From an optimization exercise on the open Yosys and OpenROAD flow, aimed at small area; shortcuts taken in it are not production practice.
Only simulation tests tie the RTL to the original design; equivalence was not proved.
In this run the design's own scripts or RTL, not TritonCTS, make the clock network.
The clock input has no modelled driver; a real chip could not lean on it and would need a root buffer or a full tree.
Power figures rest on the tool's default switching activity, not on a simulated workload.

## constraint.sdc

```tcl
create_clock -name core_clock -period 5.0 [get_ports {Clock}]
set_input_delay 1.0000 -clock core_clock [delete_from_list [all_inputs] [get_ports {Clock}]]
set_output_delay 1.0000 -clock core_clock [all_outputs]
set_load 0.01 [all_outputs]
```

## design.v

```verilog
module FFT (input wire [3:0] x_in0, input wire [3:0] x_in1, input wire [3:0] x_in2, input wire [3:0] x_in3,
            input wire [3:0] x_in4, input wire [3:0] x_in5, input wire [3:0] x_in6, input wire [3:0] x_in7,
            input wire Clock, input wire Reset,
            output wire [6:0] X_out0, output wire [11:0] X_out1, output wire [11:0] X_out2, output wire [17:0] X_out3,
            output wire [9:0] X_out4, output wire [15:0] X_out5, output wire [15:0] X_out6, output wire [21:0] X_out7);
  reg [3:0] a, b, c, d, e, f, g, h;
  always @(posedge Clock or negedge Reset)
    if (!Reset) begin
      a <= 4'd0; b <= 4'd0; c <= 4'd0; d <= 4'd0; e <= 4'd0; f <= 4'd0; g <= 4'd0; h <= 4'd0;
    end else begin
      a <= x_in0; b <= x_in4; c <= x_in2; d <= x_in6; e <= x_in1; f <= x_in5; g <= x_in3; h <= x_in7;
    end
  wire n144914, n144915; fa1 un144914 (.a(a[0]), .b(b[0]), .ci(c[0]), .s(n144914), .co(n144915));
  wire n144916, n144917; fa1 un144916 (.a(a[1]), .b(b[1]), .ci(c[1]), .s(n144916), .co(n144917));
  wire n144918, n144919; fa1 un144918 (.a(d[1]), .b(n144915), .ci(n144916), .s(n144918), .co(n144919));
  wire n144920, n144921; fa1 un144920 (.a(a[2]), .b(b[2]), .ci(c[2]), .s(n144920), .co(n144921));
  wire n144922, n144923; fa1 un144922 (.a(d[2]), .b(n144917), .ci(n144920), .s(n144922), .co(n144923));
  wire n144924, n144925; fa1 un144924 (.a(a[3]), .b(b[3]), .ci(c[3]), .s(n144924), .co(n144925));
  wire n144926, n144927; fa1 un144926 (.a(d[3]), .b(n144921), .ci(n144924), .s(n144926), .co(n144927));
  wire n144928, n144929; ha1 un144928 (.a(d[0]), .b(n144914), .s(n144928), .co(n144929));
  wire n144930; x2 un144930 (.a(n144918), .b(n144929), .y(n144930));
  wire n144931; nd2 un144931 (.a(n144918), .b(n144929), .y(n144931));
  wire n144932; x2 un144932 (.a(n144919), .b(n144922), .y(n144932));
  wire n144933, n144934; ng un144933 (.a(n144919), .b(n144922), .gn(n144933), .tn(n144934));
  wire n144935; xn2 un144935 (.a(n144932), .b(n144931), .y(n144935));
  wire n144936; oai un144936 (.a(n144934), .b(n144931), .c(n144933), .y(n144936));
  wire n144937, n144938; ha1 un144937 (.a(n144923), .b(n144926), .s(n144937), .co(n144938));
  wire n144939; x2 un144939 (.a(n144937), .b(n144936), .y(n144939));
  wire n144940; aoi un144940 (.a(n144937), .b(n144936), .c(n144938), .y(n144940));
  wire n144941; x2 un144941 (.a(n144925), .b(n144927), .y(n144941));
  wire n144942, n144943; ng un144942 (.a(n144925), .b(n144927), .gn(n144942), .tn(n144943));
  wire n144944; xn2 un144944 (.a(n144941), .b(n144940), .y(n144944));
  wire n144945; oai un144945 (.a(n144943), .b(n144940), .c(n144942), .y(n144945));
  wire n145202, n145203; fa1 un145202 (.a(e[0]), .b(f[0]), .ci(g[0]), .s(n145202), .co(n145203));
  wire n145204, n145205; fa1 un145204 (.a(e[1]), .b(f[1]), .ci(g[1]), .s(n145204), .co(n145205));
  wire n145206, n145207; fa1 un145206 (.a(h[1]), .b(n145203), .ci(n145204), .s(n145206), .co(n145207));
  wire n145208, n145209; fa1 un145208 (.a(e[2]), .b(f[2]), .ci(g[2]), .s(n145208), .co(n145209));
  wire n145210, n145211; fa1 un145210 (.a(h[2]), .b(n145205), .ci(n145208), .s(n145210), .co(n145211));
  wire n145212, n145213; fa1 un145212 (.a(e[3]), .b(f[3]), .ci(g[3]), .s(n145212), .co(n145213));
  wire n145214, n145215; fa1 un145214 (.a(h[3]), .b(n145209), .ci(n145212), .s(n145214), .co(n145215));
  wire n145216, n145217; ha1 un145216 (.a(h[0]), .b(n145202), .s(n145216), .co(n145217));
  wire n145218; x2 un145218 (.a(n145206), .b(n145217), .y(n145218));
  wire n145219; nd2 un145219 (.a(n145206), .b(n145217), .y(n145219));
  wire n145220; x2 un145220 (.a(n145207), .b(n145210), .y(n145220));
  wire n145221, n145222; ng un145221 (.a(n145207), .b(n145210), .gn(n145221), .tn(n145222));
  wire n145223; xn2 un145223 (.a(n145220), .b(n145219), .y(n145223));
  wire n145224; oai un145224 (.a(n145222), .b(n145219), .c(n145221), .y(n145224));
  wire n145225, n145226; ha1 un145225 (.a(n145211), .b(n145214), .s(n145225), .co(n145226));
  wire n145227; x2 un145227 (.a(n145225), .b(n145224), .y(n145227));
  wire n145228; aoi un145228 (.a(n145225), .b(n145224), .c(n145226), .y(n145228));
  wire n145229; x2 un145229 (.a(n145213), .b(n145215), .y(n145229));
  wire n145230, n145231; ng un145230 (.a(n145213), .b(n145215), .gn(n145230), .tn(n145231));
  wire n145232; xn2 un145232 (.a(n145229), .b(n145228), .y(n145232));
  wire n145233; oai un145233 (.a(n145231), .b(n145228), .c(n145230), .y(n145233));
  wire n145578, n145579; ha1 un145578 (.a(n144928), .b(n145216), .s(n145578), .co(n145579));
  wire n145580, n145581; fa1 un145580 (.a(n144930), .b(n145218), .ci(n145579), .s(n145580), .co(n145581));
  wire n145582, n145583; fa1 un145582 (.a(n144935), .b(n145223), .ci(n145581), .s(n145582), .co(n145583));
  wire n145584, n145585; fa1 un145584 (.a(n144939), .b(n145227), .ci(n145583), .s(n145584), .co(n145585));
  wire n145586, n145587; ha1 un145586 (.a(n144944), .b(n145232), .s(n145586), .co(n145587));
  wire n145588; x2 un145588 (.a(n145586), .b(n145585), .y(n145588));
  wire n145589; aoi un145589 (.a(n145586), .b(n145585), .c(n145587), .y(n145589));
  wire n145590; x2 un145590 (.a(n144945), .b(n145233), .y(n145590));
  wire n145591, n145592; ng un145591 (.a(n144945), .b(n145233), .gn(n145591), .tn(n145592));
  wire n145593; xn2 un145593 (.a(n145590), .b(n145589), .y(n145593));
  wire n145594; oai un145594 (.a(n145592), .b(n145589), .c(n145591), .y(n145594));
  wire n145829; x2 un145829 (.a(n145216), .b(n144944), .y(n145829));
  wire n145830; nd2 un145830 (.a(n145216), .b(n144944), .y(n145830));
  wire n145831; x2 un145831 (.a(n145218), .b(n144945), .y(n145831));
  wire n145832, n145833; ng un145832 (.a(n145218), .b(n144945), .gn(n145832), .tn(n145833));
  wire n145834; xn2 un145834 (.a(n145831), .b(n145830), .y(n145834));
  wire n145835; oai un145835 (.a(n145833), .b(n145830), .c(n145832), .y(n145835));
  wire n145836, n145837; ha1 un145836 (.a(n145223), .b(n145835), .s(n145836), .co(n145837));
  wire n145838, n145839; ha1 un145838 (.a(n145227), .b(n145837), .s(n145838), .co(n145839));
  wire n145840; x2 un145840 (.a(n145232), .b(n145839), .y(n145840));
  wire n145841; nd2 un145841 (.a(n145232), .b(n145839), .y(n145841));
  wire n145842; xn2 un145842 (.a(n145233), .b(n145841), .y(n145842));
  wire n146203; x2 un146203 (.a(a[0]), .b(b[0]), .y(n146203));
  wire n146204; nd2 un146204 (.a(a[0]), .b(b[0]), .y(n146204));
  wire n146205; x2 un146205 (.a(a[1]), .b(b[1]), .y(n146205));
  wire n146206, n146207; ng un146206 (.a(a[1]), .b(b[1]), .gn(n146206), .tn(n146207));
  wire n146208; xn2 un146208 (.a(n146205), .b(n146204), .y(n146208));
  wire n146209; oai un146209 (.a(n146207), .b(n146204), .c(n146206), .y(n146209));
  wire n146210, n146211; ha1 un146210 (.a(a[2]), .b(b[2]), .s(n146210), .co(n146211));
  wire n146212; x2 un146212 (.a(n146210), .b(n146209), .y(n146212));
  wire n146213; aoi un146213 (.a(n146210), .b(n146209), .c(n146211), .y(n146213));
  wire n146214; x2 un146214 (.a(a[3]), .b(b[3]), .y(n146214));
  wire n146215, n146216; ng un146215 (.a(a[3]), .b(b[3]), .gn(n146215), .tn(n146216));
  wire n146217; xn2 un146217 (.a(n146214), .b(n146213), .y(n146217));
  wire n146218; oai un146218 (.a(n146216), .b(n146213), .c(n146215), .y(n146218));
  wire n146219, n146220; ha1 un146219 (.a(c[0]), .b(d[0]), .s(n146219), .co(n146220));
  wire n146221; x2 un146221 (.a(n146219), .b(n146218), .y(n146221));
  wire n146222; aoi un146222 (.a(n146219), .b(n146218), .c(n146220), .y(n146222));
  wire n146223; x2 un146223 (.a(c[1]), .b(d[1]), .y(n146223));
  wire n146224, n146225; ng un146224 (.a(c[1]), .b(d[1]), .gn(n146224), .tn(n146225));
  wire n146226; xn2 un146226 (.a(n146223), .b(n146222), .y(n146226));
  wire n146227; oai un146227 (.a(n146225), .b(n146222), .c(n146224), .y(n146227));
  wire n146228, n146229; ha1 un146228 (.a(c[2]), .b(d[2]), .s(n146228), .co(n146229));
  wire n146230; x2 un146230 (.a(n146228), .b(n146227), .y(n146230));
  wire n146231; aoi un146231 (.a(n146228), .b(n146227), .c(n146229), .y(n146231));
  wire n146232; x2 un146232 (.a(c[3]), .b(d[3]), .y(n146232));
  wire n146233, n146234; ng un146233 (.a(c[3]), .b(d[3]), .gn(n146233), .tn(n146234));
  wire n146235; xn2 un146235 (.a(n146232), .b(n146231), .y(n146235));
  wire n146236; oai un146236 (.a(n146234), .b(n146231), .c(n146233), .y(n146236));
  wire n146597; x2 un146597 (.a(e[0]), .b(f[0]), .y(n146597));
  wire n146598; nd2 un146598 (.a(e[0]), .b(f[0]), .y(n146598));
  wire n146599; x2 un146599 (.a(e[1]), .b(f[1]), .y(n146599));
  wire n146600, n146601; ng un146600 (.a(e[1]), .b(f[1]), .gn(n146600), .tn(n146601));
  wire n146602; xn2 un146602 (.a(n146599), .b(n146598), .y(n146602));
  wire n146603; oai un146603 (.a(n146601), .b(n146598), .c(n146600), .y(n146603));
  wire n146604, n146605; ha1 un146604 (.a(e[2]), .b(f[2]), .s(n146604), .co(n146605));
  wire n146606; x2 un146606 (.a(n146604), .b(n146603), .y(n146606));
  wire n146607; aoi un146607 (.a(n146604), .b(n146603), .c(n146605), .y(n146607));
  wire n146608; x2 un146608 (.a(e[3]), .b(f[3]), .y(n146608));
  wire n146609, n146610; ng un146609 (.a(e[3]), .b(f[3]), .gn(n146609), .tn(n146610));
  wire n146611; xn2 un146611 (.a(n146608), .b(n146607), .y(n146611));
  wire n146612; oai un146612 (.a(n146610), .b(n146607), .c(n146609), .y(n146612));
  wire n146613, n146614; ha1 un146613 (.a(g[0]), .b(h[0]), .s(n146613), .co(n146614));
  wire n146615; x2 un146615 (.a(n146613), .b(n146612), .y(n146615));
  wire n146616; aoi un146616 (.a(n146613), .b(n146612), .c(n146614), .y(n146616));
  wire n146617; x2 un146617 (.a(g[1]), .b(h[1]), .y(n146617));
  wire n146618, n146619; ng un146618 (.a(g[1]), .b(h[1]), .gn(n146618), .tn(n146619));
  wire n146620; xn2 un146620 (.a(n146617), .b(n146616), .y(n146620));
  wire n146621; oai un146621 (.a(n146619), .b(n146616), .c(n146618), .y(n146621));
  wire n146622, n146623; ha1 un146622 (.a(g[2]), .b(h[2]), .s(n146622), .co(n146623));
  wire n146624; x2 un146624 (.a(n146622), .b(n146621), .y(n146624));
  wire n146625; aoi un146625 (.a(n146622), .b(n146621), .c(n146623), .y(n146625));
  wire n146626; x2 un146626 (.a(g[3]), .b(h[3]), .y(n146626));
  wire n146627, n146628; ng un146627 (.a(g[3]), .b(h[3]), .gn(n146627), .tn(n146628));
  wire n146629; xn2 un146629 (.a(n146626), .b(n146625), .y(n146629));
  wire n146630; oai un146630 (.a(n146628), .b(n146625), .c(n146627), .y(n146630));
  wire n147629, n147630; ha1 un147629 (.a(n146597), .b(n146212), .s(n147629), .co(n147630));
  wire n147631, n147632; fa1 un147631 (.a(n146602), .b(n146217), .ci(n147630), .s(n147631), .co(n147632));
  wire n147633, n147634; fa1 un147633 (.a(n146606), .b(n146221), .ci(n147632), .s(n147633), .co(n147634));
  wire n147635, n147636; ha1 un147635 (.a(n146611), .b(n146226), .s(n147635), .co(n147636));
  wire n147637; x2 un147637 (.a(n147635), .b(n147634), .y(n147637));
  wire n147638; aoi un147638 (.a(n147635), .b(n147634), .c(n147636), .y(n147638));
  wire n147639; x2 un147639 (.a(n146615), .b(n146230), .y(n147639));
  wire n147640, n147641; ng un147640 (.a(n146615), .b(n146230), .gn(n147640), .tn(n147641));
  wire n147642; xn2 un147642 (.a(n147639), .b(n147638), .y(n147642));
  wire n147643; oai un147643 (.a(n147641), .b(n147638), .c(n147640), .y(n147643));
  wire n147644, n147645; ha1 un147644 (.a(n146620), .b(n146235), .s(n147644), .co(n147645));
  wire n147646; x2 un147646 (.a(n147644), .b(n147643), .y(n147646));
  wire n147647; aoi un147647 (.a(n147644), .b(n147643), .c(n147645), .y(n147647));
  wire n147648; x2 un147648 (.a(n146624), .b(n146236), .y(n147648));
  wire n147649, n147650; ng un147649 (.a(n146624), .b(n146236), .gn(n147649), .tn(n147650));
  wire n147651; xn2 un147651 (.a(n147648), .b(n147647), .y(n147651));
  wire n147652; oai un147652 (.a(n147650), .b(n147647), .c(n147649), .y(n147652));
  wire n147653, n147654; ha1 un147653 (.a(n146629), .b(n147652), .s(n147653), .co(n147654));
  wire n147655, n147656; ha1 un147655 (.a(n146630), .b(n147654), .s(n147655), .co(n147656));
  wire n148291; x2 un148291 (.a(n146597), .b(n146230), .y(n148291));
  wire n148292; nd2 un148292 (.a(n146597), .b(n146230), .y(n148292));
  wire n148293; x2 un148293 (.a(n146602), .b(n146235), .y(n148293));
  wire n148294, n148295; ng un148294 (.a(n146602), .b(n146235), .gn(n148294), .tn(n148295));
  wire n148296; xn2 un148296 (.a(n148293), .b(n148292), .y(n148296));
  wire n148297; oai un148297 (.a(n148295), .b(n148292), .c(n148294), .y(n148297));
  wire n148298, n148299; ha1 un148298 (.a(n146606), .b(n146236), .s(n148298), .co(n148299));
  wire n148300; x2 un148300 (.a(n148298), .b(n148297), .y(n148300));
  wire n148301; aoi un148301 (.a(n148298), .b(n148297), .c(n148299), .y(n148301));
  wire n148302; iv un148302 (.a(n146611), .y(n148302));
  wire n148303; xn2 un148303 (.a(n146611), .b(n148301), .y(n148303));
  wire n148304; nr2 un148304 (.a(n148302), .b(n148301), .y(n148304));
  wire n148305; x2 un148305 (.a(n146615), .b(n148304), .y(n148305));
  wire n148306; nd2 un148306 (.a(n146615), .b(n148304), .y(n148306));
  wire n148307; iv un148307 (.a(n146620), .y(n148307));
  wire n148308; xn2 un148308 (.a(n146620), .b(n148306), .y(n148308));
  wire n148309; nr2 un148309 (.a(n148307), .b(n148306), .y(n148309));
  wire n148310; x2 un148310 (.a(n146624), .b(n148309), .y(n148310));
  wire n148311; nd2 un148311 (.a(n146624), .b(n148309), .y(n148311));
  wire n148312; iv un148312 (.a(n146629), .y(n148312));
  wire n148313; xn2 un148313 (.a(n146629), .b(n148311), .y(n148313));
  wire n148314; nr2 un148314 (.a(n148312), .b(n148311), .y(n148314));
  wire n148315; x2 un148315 (.a(n146630), .b(n148314), .y(n148315));
  wire n148316; nd2 un148316 (.a(n146630), .b(n148314), .y(n148316));
  wire n148317; iv un148317 (.a(n148316), .y(n148317));
  wire n148632; x2 un148632 (.a(a[2]), .b(c[0]), .y(n148632));
  wire n148633; nd2 un148633 (.a(a[2]), .b(c[0]), .y(n148633));
  wire n148634; x2 un148634 (.a(a[3]), .b(c[1]), .y(n148634));
  wire n148635, n148636; ng un148635 (.a(a[3]), .b(c[1]), .gn(n148635), .tn(n148636));
  wire n148637; xn2 un148637 (.a(n148634), .b(n148633), .y(n148637));
  wire n148638; oai un148638 (.a(n148636), .b(n148633), .c(n148635), .y(n148638));
  wire n148639, n148640; ha1 un148639 (.a(b[0]), .b(c[2]), .s(n148639), .co(n148640));
  wire n148641; x2 un148641 (.a(n148639), .b(n148638), .y(n148641));
  wire n148642; aoi un148642 (.a(n148639), .b(n148638), .c(n148640), .y(n148642));
  wire n148643; x2 un148643 (.a(b[1]), .b(c[3]), .y(n148643));
  wire n148644, n148645; ng un148644 (.a(b[1]), .b(c[3]), .gn(n148644), .tn(n148645));
  wire n148646; xn2 un148646 (.a(n148643), .b(n148642), .y(n148646));
  wire n148647; oai un148647 (.a(n148645), .b(n148642), .c(n148644), .y(n148647));
  wire n148648, n148649; ha1 un148648 (.a(b[2]), .b(d[0]), .s(n148648), .co(n148649));
  wire n148650; x2 un148650 (.a(n148648), .b(n148647), .y(n148650));
  wire n148651; aoi un148651 (.a(n148648), .b(n148647), .c(n148649), .y(n148651));
  wire n148652; x2 un148652 (.a(b[3]), .b(d[1]), .y(n148652));
  wire n148653, n148654; ng un148653 (.a(b[3]), .b(d[1]), .gn(n148653), .tn(n148654));
  wire n148655; xn2 un148655 (.a(n148652), .b(n148651), .y(n148655));
  wire n148656; oai un148656 (.a(n148654), .b(n148651), .c(n148653), .y(n148656));
  wire n148657; x2 un148657 (.a(d[2]), .b(n148656), .y(n148657));
  wire n148658; nd2 un148658 (.a(d[2]), .b(n148656), .y(n148658));
  wire n148659; iv un148659 (.a(d[3]), .y(n148659));
  wire n148660; xn2 un148660 (.a(d[3]), .b(n148658), .y(n148660));
  wire n148661; nr2 un148661 (.a(n148659), .b(n148658), .y(n148661));
  wire n148976; x2 un148976 (.a(e[2]), .b(g[0]), .y(n148976));
  wire n148977; nd2 un148977 (.a(e[2]), .b(g[0]), .y(n148977));
  wire n148978; x2 un148978 (.a(e[3]), .b(g[1]), .y(n148978));
  wire n148979, n148980; ng un148979 (.a(e[3]), .b(g[1]), .gn(n148979), .tn(n148980));
  wire n148981; xn2 un148981 (.a(n148978), .b(n148977), .y(n148981));
  wire n148982; oai un148982 (.a(n148980), .b(n148977), .c(n148979), .y(n148982));
  wire n148983, n148984; ha1 un148983 (.a(f[0]), .b(g[2]), .s(n148983), .co(n148984));
  wire n148985; x2 un148985 (.a(n148983), .b(n148982), .y(n148985));
  wire n148986; aoi un148986 (.a(n148983), .b(n148982), .c(n148984), .y(n148986));
  wire n148987; x2 un148987 (.a(f[1]), .b(g[3]), .y(n148987));
  wire n148988, n148989; ng un148988 (.a(f[1]), .b(g[3]), .gn(n148988), .tn(n148989));
  wire n148990; xn2 un148990 (.a(n148987), .b(n148986), .y(n148990));
  wire n148991; oai un148991 (.a(n148989), .b(n148986), .c(n148988), .y(n148991));
  wire n148992, n148993; ha1 un148992 (.a(f[2]), .b(h[0]), .s(n148992), .co(n148993));
  wire n148994; x2 un148994 (.a(n148992), .b(n148991), .y(n148994));
  wire n148995; aoi un148995 (.a(n148992), .b(n148991), .c(n148993), .y(n148995));
  wire n148996; x2 un148996 (.a(f[3]), .b(h[1]), .y(n148996));
  wire n148997, n148998; ng un148997 (.a(f[3]), .b(h[1]), .gn(n148997), .tn(n148998));
  wire n148999; xn2 un148999 (.a(n148996), .b(n148995), .y(n148999));
  wire n149000; oai un149000 (.a(n148998), .b(n148995), .c(n148997), .y(n149000));
  wire n149001; x2 un149001 (.a(h[2]), .b(n149000), .y(n149001));
  wire n149002; nd2 un149002 (.a(h[2]), .b(n149000), .y(n149002));
  wire n149003; iv un149003 (.a(h[3]), .y(n149003));
  wire n149004; xn2 un149004 (.a(h[3]), .b(n149002), .y(n149004));
  wire n149005; nr2 un149005 (.a(n149003), .b(n149002), .y(n149005));
  wire n150320, n150321; ha1 un150320 (.a(a[1]), .b(e[0]), .s(n150320), .co(n150321));
  wire n150322, n150323; fa1 un150322 (.a(e[1]), .b(n148632), .ci(n150321), .s(n150322), .co(n150323));
  wire n150324, n150325; fa1 un150324 (.a(n148976), .b(n148637), .ci(n150323), .s(n150324), .co(n150325));
  wire n150326, n150327; ha1 un150326 (.a(n148981), .b(n148641), .s(n150326), .co(n150327));
  wire n150328; x2 un150328 (.a(n150326), .b(n150325), .y(n150328));
  wire n150329; aoi un150329 (.a(n150326), .b(n150325), .c(n150327), .y(n150329));
  wire n150330; x2 un150330 (.a(n148985), .b(n148646), .y(n150330));
  wire n150331, n150332; ng un150331 (.a(n148985), .b(n148646), .gn(n150331), .tn(n150332));
  wire n150333; xn2 un150333 (.a(n150330), .b(n150329), .y(n150333));
  wire n150334; oai un150334 (.a(n150332), .b(n150329), .c(n150331), .y(n150334));
  wire n150335, n150336; ha1 un150335 (.a(n148990), .b(n148650), .s(n150335), .co(n150336));
  wire n150337; x2 un150337 (.a(n150335), .b(n150334), .y(n150337));
  wire n150338; aoi un150338 (.a(n150335), .b(n150334), .c(n150336), .y(n150338));
  wire n150339; x2 un150339 (.a(n148994), .b(n148655), .y(n150339));
  wire n150340, n150341; ng un150340 (.a(n148994), .b(n148655), .gn(n150340), .tn(n150341));
  wire n150342; xn2 un150342 (.a(n150339), .b(n150338), .y(n150342));
  wire n150343; oai un150343 (.a(n150341), .b(n150338), .c(n150340), .y(n150343));
  wire n150344, n150345; fa1 un150344 (.a(n148999), .b(n148657), .ci(n150343), .s(n150344), .co(n150345));
  wire n150346, n150347; ha1 un150346 (.a(n149001), .b(n148660), .s(n150346), .co(n150347));
  wire n150348; x2 un150348 (.a(n150346), .b(n150345), .y(n150348));
  wire n150349; aoi un150349 (.a(n150346), .b(n150345), .c(n150347), .y(n150349));
  wire n150350; x2 un150350 (.a(n148661), .b(n149004), .y(n150350));
  wire n150351, n150352; ng un150351 (.a(n148661), .b(n149004), .gn(n150351), .tn(n150352));
  wire n150353; xn2 un150353 (.a(n150350), .b(n150349), .y(n150353));
  wire n150354; oai un150354 (.a(n150352), .b(n150349), .c(n150351), .y(n150354));
  wire n150355; x2 un150355 (.a(n149005), .b(n150354), .y(n150355));
  wire n151068, n151069; ha1 un151068 (.a(e[0]), .b(n148646), .s(n151068), .co(n151069));
  wire n151070, n151071; fa1 un151070 (.a(e[1]), .b(n148650), .ci(n151069), .s(n151070), .co(n151071));
  wire n151072, n151073; ha1 un151072 (.a(n148976), .b(n148655), .s(n151072), .co(n151073));
  wire n151074; x2 un151074 (.a(n151072), .b(n151071), .y(n151074));
  wire n151075; aoi un151075 (.a(n151072), .b(n151071), .c(n151073), .y(n151075));
  wire n151076; x2 un151076 (.a(n148981), .b(n148657), .y(n151076));
  wire n151077, n151078; ng un151077 (.a(n148981), .b(n148657), .gn(n151077), .tn(n151078));
  wire n151079; xn2 un151079 (.a(n151076), .b(n151075), .y(n151079));
  wire n151080; oai un151080 (.a(n151078), .b(n151075), .c(n151077), .y(n151080));
  wire n151081, n151082; ha1 un151081 (.a(n148985), .b(n148660), .s(n151081), .co(n151082));
  wire n151083; x2 un151083 (.a(n151081), .b(n151080), .y(n151083));
  wire n151084; aoi un151084 (.a(n151081), .b(n151080), .c(n151082), .y(n151084));
  wire n151085; x2 un151085 (.a(n148990), .b(n148661), .y(n151085));
  wire n151086, n151087; ng un151086 (.a(n148990), .b(n148661), .gn(n151086), .tn(n151087));
  wire n151088; xn2 un151088 (.a(n151085), .b(n151084), .y(n151088));
  wire n151089; oai un151089 (.a(n151087), .b(n151084), .c(n151086), .y(n151089));
  wire n151090; x2 un151090 (.a(n148994), .b(n151089), .y(n151090));
  wire n151091; nd2 un151091 (.a(n148994), .b(n151089), .y(n151091));
  wire n151092; iv un151092 (.a(n148999), .y(n151092));
  wire n151093; xn2 un151093 (.a(n148999), .b(n151091), .y(n151093));
  wire n151094; nr2 un151094 (.a(n151092), .b(n151091), .y(n151094));
  wire n151095; x2 un151095 (.a(n149001), .b(n151094), .y(n151095));
  wire n151096; nd2 un151096 (.a(n149001), .b(n151094), .y(n151096));
  wire n151097; iv un151097 (.a(n149004), .y(n151097));
  wire n151098; xn2 un151098 (.a(n149004), .b(n151096), .y(n151098));
  wire n151099; nr2 un151099 (.a(n151097), .b(n151096), .y(n151099));
  wire n151100; x2 un151100 (.a(n149005), .b(n151099), .y(n151100));
  wire n154019, n154020; fa1 un154019 (.a(b[2]), .b(c[0]), .ci(e[3]), .s(n154019), .co(n154020));
  wire n154021, n154022; fa1 un154021 (.a(b[3]), .b(c[1]), .ci(f[0]), .s(n154021), .co(n154022));
  wire n154023, n154024; fa1 un154023 (.a(c[2]), .b(f[1]), .ci(n154022), .s(n154023), .co(n154024));
  wire n154025, n154026; fa1 un154025 (.a(c[3]), .b(f[2]), .ci(g[0]), .s(n154025), .co(n154026));
  wire n154027, n154028; fa1 un154027 (.a(d[0]), .b(f[3]), .ci(g[1]), .s(n154027), .co(n154028));
  wire n154029, n154030; fa1 un154029 (.a(d[1]), .b(g[2]), .ci(n154028), .s(n154029), .co(n154030));
  wire n154031, n154032; fa1 un154031 (.a(d[2]), .b(g[3]), .ci(n154030), .s(n154031), .co(n154032));
  wire n154033, n154034; fa1 un154033 (.a(d[3]), .b(h[0]), .ci(n154032), .s(n154033), .co(n154034));
  wire n154035; x2 un154035 (.a(a[3]), .b(e[0]), .y(n154035));
  wire n154036; nd2 un154036 (.a(a[3]), .b(e[0]), .y(n154036));
  wire n154037; iv un154037 (.a(n154036), .y(n154037));
  wire n154038, n154039; fa1 un154038 (.a(b[0]), .b(e[1]), .ci(n154037), .s(n154038), .co(n154039));
  wire n154040, n154041; fa1 un154040 (.a(b[1]), .b(e[2]), .ci(n154039), .s(n154040), .co(n154041));
  wire n154042; x2 un154042 (.a(n154019), .b(n154041), .y(n154042));
  wire n154043; nd2 un154043 (.a(n154019), .b(n154041), .y(n154043));
  wire n154044; x2 un154044 (.a(n154020), .b(n154021), .y(n154044));
  wire n154045, n154046; ng un154045 (.a(n154020), .b(n154021), .gn(n154045), .tn(n154046));
  wire n154047; xn2 un154047 (.a(n154044), .b(n154043), .y(n154047));
  wire n154048; oai un154048 (.a(n154046), .b(n154043), .c(n154045), .y(n154048));
  wire n154049; x2 un154049 (.a(n154023), .b(n154048), .y(n154049));
  wire n154050; nd2 un154050 (.a(n154023), .b(n154048), .y(n154050));
  wire n154051; x2 un154051 (.a(n154025), .b(n154024), .y(n154051));
  wire n154052, n154053; ng un154052 (.a(n154025), .b(n154024), .gn(n154052), .tn(n154053));
  wire n154054; xn2 un154054 (.a(n154051), .b(n154050), .y(n154054));
  wire n154055; oai un154055 (.a(n154053), .b(n154050), .c(n154052), .y(n154055));
  wire n154056, n154057; fa1 un154056 (.a(n154026), .b(n154027), .ci(n154055), .s(n154056), .co(n154057));
  wire n154058; x2 un154058 (.a(n154029), .b(n154057), .y(n154058));
  wire n154059; nd2 un154059 (.a(n154029), .b(n154057), .y(n154059));
  wire n154060; iv un154060 (.a(n154031), .y(n154060));
  wire n154061; xn2 un154061 (.a(n154031), .b(n154059), .y(n154061));
  wire n154062; nr2 un154062 (.a(n154060), .b(n154059), .y(n154062));
  wire n154063; x2 un154063 (.a(n154033), .b(n154062), .y(n154063));
  wire n154064; nd2 un154064 (.a(n154033), .b(n154062), .y(n154064));
  wire n154065; x2 un154065 (.a(h[1]), .b(n154034), .y(n154065));
  wire n154066, n154067; ng un154066 (.a(h[1]), .b(n154034), .gn(n154066), .tn(n154067));
  wire n154068; xn2 un154068 (.a(n154065), .b(n154064), .y(n154068));
  wire n154069; oai un154069 (.a(n154067), .b(n154064), .c(n154066), .y(n154069));
  wire n154070; x2 un154070 (.a(h[2]), .b(n154069), .y(n154070));
  wire n154071; nd2 un154071 (.a(h[2]), .b(n154069), .y(n154071));
  wire n154072; iv un154072 (.a(h[3]), .y(n154072));
  wire n154073; xn2 un154073 (.a(h[3]), .b(n154071), .y(n154073));
  wire n154074; nr2 un154074 (.a(n154072), .b(n154071), .y(n154074));
  wire n155439, n155440; ha1 un155439 (.a(b[3]), .b(c[1]), .s(n155439), .co(n155440));
  wire n155441, n155442; ha1 un155441 (.a(c[2]), .b(e[1]), .s(n155441), .co(n155442));
  wire n155443, n155444; ha1 un155443 (.a(c[3]), .b(e[2]), .s(n155443), .co(n155444));
  wire n155445, n155446; ha1 un155445 (.a(d[0]), .b(e[3]), .s(n155445), .co(n155446));
  wire n155447, n155448; ha1 un155447 (.a(d[1]), .b(f[0]), .s(n155447), .co(n155448));
  wire n155449, n155450; ha1 un155449 (.a(d[2]), .b(f[1]), .s(n155449), .co(n155450));
  wire n155451, n155452; fa1 un155451 (.a(d[3]), .b(f[2]), .ci(g[0]), .s(n155451), .co(n155452));
  wire n155453, n155454; ha1 un155453 (.a(f[3]), .b(g[1]), .s(n155453), .co(n155454));
  wire n155455, n155456; ha1 un155455 (.a(b[2]), .b(c[0]), .s(n155455), .co(n155456));
  wire n155457, n155458; fa1 un155457 (.a(e[0]), .b(n155439), .ci(n155456), .s(n155457), .co(n155458));
  wire n155459, n155460; ha1 un155459 (.a(n155440), .b(n155441), .s(n155459), .co(n155460));
  wire n155461; x2 un155461 (.a(n155459), .b(n155458), .y(n155461));
  wire n155462; aoi un155462 (.a(n155459), .b(n155458), .c(n155460), .y(n155462));
  wire n155463; x2 un155463 (.a(n155442), .b(n155443), .y(n155463));
  wire n155464, n155465; ng un155464 (.a(n155442), .b(n155443), .gn(n155464), .tn(n155465));
  wire n155466; xn2 un155466 (.a(n155463), .b(n155462), .y(n155466));
  wire n155467; oai un155467 (.a(n155465), .b(n155462), .c(n155464), .y(n155467));
  wire n155468, n155469; ha1 un155468 (.a(n155444), .b(n155445), .s(n155468), .co(n155469));
  wire n155470; x2 un155470 (.a(n155468), .b(n155467), .y(n155470));
  wire n155471; aoi un155471 (.a(n155468), .b(n155467), .c(n155469), .y(n155471));
  wire n155472; x2 un155472 (.a(n155446), .b(n155447), .y(n155472));
  wire n155473, n155474; ng un155473 (.a(n155446), .b(n155447), .gn(n155473), .tn(n155474));
  wire n155475; xn2 un155475 (.a(n155472), .b(n155471), .y(n155475));
  wire n155476; oai un155476 (.a(n155474), .b(n155471), .c(n155473), .y(n155476));
  wire n155477, n155478; ha1 un155477 (.a(n155448), .b(n155449), .s(n155477), .co(n155478));
  wire n155479; x2 un155479 (.a(n155477), .b(n155476), .y(n155479));
  wire n155480; aoi un155480 (.a(n155477), .b(n155476), .c(n155478), .y(n155480));
  wire n155481; x2 un155481 (.a(n155450), .b(n155451), .y(n155481));
  wire n155482, n155483; ng un155482 (.a(n155450), .b(n155451), .gn(n155482), .tn(n155483));
  wire n155484; xn2 un155484 (.a(n155481), .b(n155480), .y(n155484));
  wire n155485; oai un155485 (.a(n155483), .b(n155480), .c(n155482), .y(n155485));
  wire n155486, n155487; ha1 un155486 (.a(n155453), .b(n155452), .s(n155486), .co(n155487));
  wire n155488; x2 un155488 (.a(n155486), .b(n155485), .y(n155488));
  wire n155489; aoi un155489 (.a(n155486), .b(n155485), .c(n155487), .y(n155489));
  wire n155490; x2 un155490 (.a(g[2]), .b(n155454), .y(n155490));
  wire n155491, n155492; ng un155491 (.a(g[2]), .b(n155454), .gn(n155491), .tn(n155492));
  wire n155493; xn2 un155493 (.a(n155490), .b(n155489), .y(n155493));
  wire n155494; oai un155494 (.a(n155492), .b(n155489), .c(n155491), .y(n155494));
  wire n155495, n155496; ha1 un155495 (.a(g[3]), .b(n155494), .s(n155495), .co(n155496));
  wire n155497; x2 un155497 (.a(h[0]), .b(n155496), .y(n155497));
  wire n155498; nd2 un155498 (.a(h[0]), .b(n155496), .y(n155498));
  wire n155499; iv un155499 (.a(h[1]), .y(n155499));
  wire n155500; xn2 un155500 (.a(h[1]), .b(n155498), .y(n155500));
  wire n155501; nr2 un155501 (.a(n155499), .b(n155498), .y(n155501));
  wire n155502; x2 un155502 (.a(h[2]), .b(n155501), .y(n155502));
  wire n155503; nd2 un155503 (.a(h[2]), .b(n155501), .y(n155503));
  wire n155504; iv un155504 (.a(h[3]), .y(n155504));
  wire n155505; xn2 un155505 (.a(h[3]), .b(n155503), .y(n155505));
  wire n155506; nr2 un155506 (.a(n155504), .b(n155503), .y(n155506));
  assign X_out0 = {n145594, n145593, n145588, n145584, n145582, n145580, n145578};
  assign X_out1 = {n150355, n150353, n150348, n150344, n150342, n150337, n150333, n150328, n150324, n150322, n150320, a[0]};
  assign X_out2 = {n147656, n147655, n147653, n147651, n147646, n147642, n147637, n147633, n147631, n147629, n146208, n146203};
  assign X_out3 = {n154074, n154073, n154070, n154068, n154063, n154061, n154058, n154056, n154054, n154049, n154047, n154042, n154040, n154038, n154035, a[2], a[1], a[0]};
  assign X_out4 = {n145842, n145840, n145838, n145836, n145834, n145829, n144939, n144935, n144930, n144928};
  assign X_out5 = {n151100, n151098, n151095, n151093, n151090, n151088, n151083, n151079, n151074, n151070, n151068, n148641, n148637, n148632, a[1], a[0]};
  assign X_out6 = {n148317, n148315, n148313, n148310, n148308, n148305, n148303, n148300, n148296, n148291, n146226, n146221, n146217, n146212, n146208, n146203};
  assign X_out7 = {n155506, n155505, n155502, n155500, n155497, n155495, n155493, n155488, n155484, n155479, n155475, n155470, n155466, n155461, n155457, n155455, b[1], b[0], a[3], a[2], a[1], a[0]};
endmodule
module fa1 (input wire a, input wire b, input wire ci, output wire s, output wire co);
  assign s = a ^ b ^ ci;
  assign co = (a & b) | (a & ci) | (b & ci);
endmodule
module ha1 (input wire a, input wire b, output wire s, output wire co);
  assign s = a ^ b;
  assign co = a & b;
endmodule
module x2 (input wire a, input wire b, output wire y);
  assign y = a ^ b;
endmodule
module xn2 (input wire a, input wire b, output wire y);
  assign y = ~(a ^ b);
endmodule
module nd2 (input wire a, input wire b, output wire y);
  assign y = ~(a & b);
endmodule
module nr2 (input wire a, input wire b, output wire y);
  assign y = ~(a | b);
endmodule
module iv (input wire a, output wire y);
  assign y = ~a;
endmodule
module ng (input wire a, input wire b, output wire gn, output wire tn);
  assign gn = ~(a & b);
  assign tn = ~(a | b);
endmodule
module aoi (input wire a, input wire b, input wire c, output wire y);
  assign y = ~((a & b) | c);
endmodule
module oai (input wire a, input wire b, input wire c, output wire y);
  assign y = ~((a | b) & c);
endmodule
```

## flow/run.sh

```bash
#!/bin/bash
# The standard layout, with the smallest buffer on every input and output port (the standard
# flow picks a 10 um2 delay buffer for them) and a one-level clock tree of two buffers (flow/onebuf.tcl).
set -euo pipefail
export BUFFER_PORTS_ARGS="-buffer_cell sky130_fd_sc_hd__buf_1"
export PRE_CTS_TCL="$PWD/flow/onebuf.tcl"
bash standard.sh > standard.log 2>&1
```

## flow/onebuf.tcl

```tcl
# Sourced before CTS (PRE_CTS_TCL). With only 32 flip-flops, two clkbuf_8 can drive every clock
# pin, so the clock tree is one level: the clock port drives two buffers, each driving the clock
# pins of one half of the flip-flops (split by x) from the centre of that half (detailed
# placement legalizes them). This replaces TritonCTS's root-plus-four-leaves tree.
proc clock_tree_synthesis { args } {
  set db [ord::get_db]
  set block [ord::get_db_block]
  set port_net [$block findNet Clock]
  set master [$db findMaster sky130_fd_sc_hd__clkbuf_8]
  $port_net setSigType CLOCK
  set sinks {}
  foreach it [$port_net getITerms] {
    set box [[$it getInst] getBBox]
    lappend sinks [list [expr {([$box xMin] + [$box xMax]) / 2}] [expr {([$box yMin] + [$box yMax]) / 2}] $it]
  }
  set sinks [lsort -integer -index 0 $sinks]
  set half [expr {[llength $sinks] / 2}]
  set groups [list [lrange $sinks 0 [expr {$half - 1}]] [lrange $sinks $half end]]
  set k 0
  foreach grp $groups {
    set buf [odb::dbInst_create $block $master clkbuf_${k}_Clock]
    set net [odb::dbNet_create $block clknet_${k}_Clock]
    $net setSigType CLOCK
    set sx 0; set sy 0
    foreach s $grp {
      lassign $s x y it
      $it disconnect
      $it connect $net
      incr sx $x; incr sy $y
    }
    [$buf findITerm A] connect $port_net
    [$buf findITerm X] connect $net
    $buf setLocation [expr {$sx / [llength $grp]}] [expr {$sy / [llength $grp]}]
    $buf setPlacementStatus PLACED
    puts "clock buffer $k drives [llength $grp] clock pins"
    incr k
  }
  set_propagated_clock [all_clocks]
}
```

## config.mk

```make
export PLATFORM = sky130hd
export DESIGN_NAME = FFT
export DESIGN_NICKNAME = FFT
export VERILOG_FILES = /design/flow/design.v
export SDC_FILE = /design/flow/constraint.sdc
export NUM_CORES = 4
export LEC_CHECK = 0
export CAP_MARGIN = 20
export CORE_MARGIN = 2
export CORE_UTILIZATION = 40
export GPL_TIMING_DRIVEN = 0
export SLEW_MARGIN = 20
export SYNTH_HIERARCHICAL = 1
```

## standard.sh

```bash
#!/bin/bash
# synth_recipe.tcl (not shown) runs the flow's synth.tcl, then flattens the netlist and writes it again
# the make line also repeats each setting of config.mk as NAME=value (left out here)
make -C /OpenROAD-flow-scripts/flow DESIGN_CONFIG=/design/flow/config.mk WORK_HOME=/design/flow/orfs CLKGATE_MAP_FILE= SYNTH_SCRIPT=/design/flow/synth_recipe.tcl "${@:-finish}"
```

==> summary.txt <==
- The number of antenna violations at the first check in global routing is 0.
- In this run the tightest slew margin relative to its limit is 0.535.
- The vias after detailed routing is 3638.
- The worst-case setup slack after placement is 0.213 ns.
- After global routing the overflow that remains totals 0.
- After technology mapping, the gate count stands at 532.
- In the final layout, the multi-input gates occupy 3290 µm².
- The region available for standard cell placement spans 12000 µm².
- The fraction of the yosys area taken by sequential cells is 0.164.
- Measured along the y axis, the die boundary spans 115 µm.
- The setup total negative slack is 0 ns.
- The critical path class is reg -> out.
- The per-cell via count in the routed design is 4.39.
- The design draws 0.00235 W.
- Of the available clock period, the critical path in the final layout requires 0.951.
- The layout overhead on the synthesized area is 17.4%.
- The quantity of hold-fixing buffers added after cts is 0.
- Once layout is done, the placed cells without fillers occupy 5740 µm².
- The worst-case IR drop observed on VDD is 0.000578 V.
- The clock transition at the register clock pins on the worst setup and hold paths after CTS is 0.10 ns.
- The via count of the first global-routing pass is 3677.
- Setup repair after global routing left no endpoint under its margin.
- In this run the core area contains 40 standard-cell rows.
- During synthesis, Yosys emitted a total of 7 warnings.
- The worst hold path belongs to the class in -> async.
- Power spread over the standard cell area amounts to 410 nW/µm².
- The netlist uses 11 different library cells.
- The minimum setup slack in the final design is 0.244 ns.
- In the global route stage, overall resource usage came out at 0.170.
- The routed design could run at a clock period as short as 4.76 ns.
- The run finished with no timing, DRC or antenna violations.
- The routed design has 11200 µm of wire.
- The post-synthesis net count is 646.
- The arrival time at the worst endpoint is 3.76 ns.
- Of the post-synthesis cell area, the dominant cell type holds 0.167.
- The area of the die is 13100 µm².
- For this configuration, the core starts out at a cell density of 0.409.
- From left edge to right edge, the die measures 115 µm.
- Entering global routing, the biggest net connects 33 pins.
- The number of endpoints with negative hold slack in the final report is 0.
- Port buffering added 146 buffers.
- In this run, synthesis produced a sequential element count of 32.
- The startpoint class of the critical path is a flip-flop.
- The max-capacitance violation count is 0.
- In the post-synthesis netlist, the biggest area contributors are buf_4, dfrtp_1, xor2_1.
- In the routed design, unresolved DRC markers number 0.
- Leaving out fill and tap cells, the most frequent cells in the layout are buf_1, buf_4, xor2_1.
- The final-layout fill cell count is 1163.
- The area taken by flip-flops and latches is 818 µm².
- After the first detailed-routing iteration, the DRC count stood at 121.
- The remaining antenna violation count after routing is 0.
- The maximum operating frequency is 210 MHz.
- The average wire length per cell after detail routing is 13.6 µm.
- After synthesis the cells add up to 4890 µm².
- STA classifies the critical path endpoint as an output port.
- The routability-driven placement congestion ratio is 0.818.
- Setup violations remaining at the end of the flow were counted as 0.
- 0 antenna diodes ended up in the layout.
- At the pin with the least slew margin, the transition time is 0.698 ns.
- The post-place instance area is 5630 µm².
- The max-slew violation total from the final report came to 0.
- Leaving out fill and tap cells, the most frequent cell in the layout is buf_1.
- The cell accounting for the most synthesized area is buf_4.
- The average footprint of a synthesized cell is 9.20 µm².
- In this run the static leakage power is 2.61 nW.
- Once detailed placement completed, the half-perimeter wirelength came to 9410 µm.
- The first TritonRoute pass finished after 4 iterations.
- At the end of the flow, the number of nets in the layout was 797.
- At the worst endpoint, the required time is 4.00 ns.
- In this run the worst path has a maximum fanout of 9.
- In the final layout, the share of cells above drive strength 1 is 0.242.
- The count of pins on the block boundary is 147.
- The first global-routing pass estimated 17700 µm of wire.
-- per-module statistics from Yosys (local to each module, per instance), a selection --
module / times used / cells inside / cell area [µm²] / flip-flops and latches
x2: 86 / 1 / 8.76 / 0
FFT: 1 / 141 / 1620 / 32
ng: 35 / 2 / 7.51 / 0
oai: 35 / 1 / 5.00 / 0
ha1: 44 / 1 / 12.5 / 0
nd2: 24 / 1 / 3.75 / 0
aoi: 25 / 1 / 8.76 / 0
-- sequential cells by signal, summed over array words and instances, names as in the netlist --
| name | cells |
|---|---|
| g | 4 |
| b | 4 |
| d | 4 |
| f | 4 |
| h | 4 |
| c | 4 |
| a | 4 |
| e | 4 |
-- layer usage --
metal	GRT usage	vias to the layer above	routed length, µm
met2	0.326	80	5860
met5	0	-	0
met3	0.0106	6	414
met4	0.0114	0	76
li1	-	1891	-
met1	0.218	1661	4880
-- Yosys cell counts --
library cell,n
o21ai_1,35
xnor2_1,47
nor2_1,46
inv_1,13
dfrtp_1,32
a21oi_2,25
xor2_1,86
nand2_1,59
buf_4,109
ha_1,44
fa_1,36
-- repair_timing --
action | in CTS | in global routing
setup endpoints to repair | 0 | 12
buffers inserted | 0 | 1
resized for setup | 0 | 27
endpoints found under the hold margin | 0 | 0
-- cell type report --
cell class,count,area share
multi-input cells,378,0.573
well taps,147,0.0320
plain buffers,111,0.147
flip-flops and latches,32,0.142
repair buffers,147,0.0969
inverters,13,0.00849
-- kinds of logic (layout without fill, tap and decap cells) --
| family | after synthesis | count (layout) | share of synthesized area |
|---|---|---|---|
| and+or+nand+nor | 105 | 105 | 0.0806 |
| buffers and inverters | 122 | 271 | 0.177 |
| AOI/OAI and AO/OA | 60 | 60 | 0.0806 |
| DFF | 32 | 32 | 0.164 |
| adders and majority gates | 80 | 80 | 0.260 |
| xor gates and xnor gates | 133 | 133 | 0.238 |
-- critical path, stage by stage, from the launching register on --
cell and delay (ns):
dfrtp_2 0.51, fa_1 0.58, fa_1 0.46, xor2_1 0.20, fa_1 0.45, fa_1 0.40, fa_1 0.42, a21oi_2 0.18
xnor2_1 0.14, buf_4 0.12, buf_1 0.14
-- worst max path at each step --
stage / cells past startpoint / start / slack (ns) / endpoint
2_1_floorplan: 9 / e[1] / 0.67 / X_out0[5]
3_3_place_gp: 18 / b[0] / 0.28 / X_out6[14]
3_5_place_dp: 18 / b[0] / 0.21 / X_out6[14]
4_1_cts: 18 / b[0] / 0.02 / X_out6[14]
5_1_grt: 17 / c[2] / 0.03 / X_out5[15]
6_report: 10 / b[1] / 0.24 / X_out0[5]
-- through the flow --
step,cells,hold slack [ns],util
finish,828,0.875,0.480
global placement,825,1.10,0.470
detailed placement,825,1.09,0.470
CTS,827,0.900,0.473
global route,828,0.914,0.480
floorplan,532,0.704,-
-- power breakdown --
part,leakage (nW),total [W],switching [W],internal (W)
clock network,0.0144,0.000104,0.0000664,0.0000372
logic,2.24,0.00193,0.000935,0.000994
registers,0.359,0.000320,0.0000476,0.000272

afterwards: timing with drivers on the ports:
The flow's constraints put no driver on any port. The routed layout listed below was extracted and timed again, unchanged, in two steps.
Step 1, drivers: a clkbuf_16 drives Clock and a buf_2 each remaining input, both assumed.
Step 2 also shifts input and output timing later by t, the mid clock arrival at the registers, as if the neighbouring blocks saw the same clock.
a / b / c = ideal ports / drivers / drivers and shift; a / b = the first two.
t (ns): 0.193
slack for setup (ns): 0.244 / 0.207 / 0.400
worst hold slack (ns): 0.875 / 0.862 / 1.055
worst data-port slew with drivers (ns): 0.04
After both steps setup and hold are still met in this run. For this run, drivers alone change the setup slack by -0.037 ns; drivers and shift together by +0.156 ns.
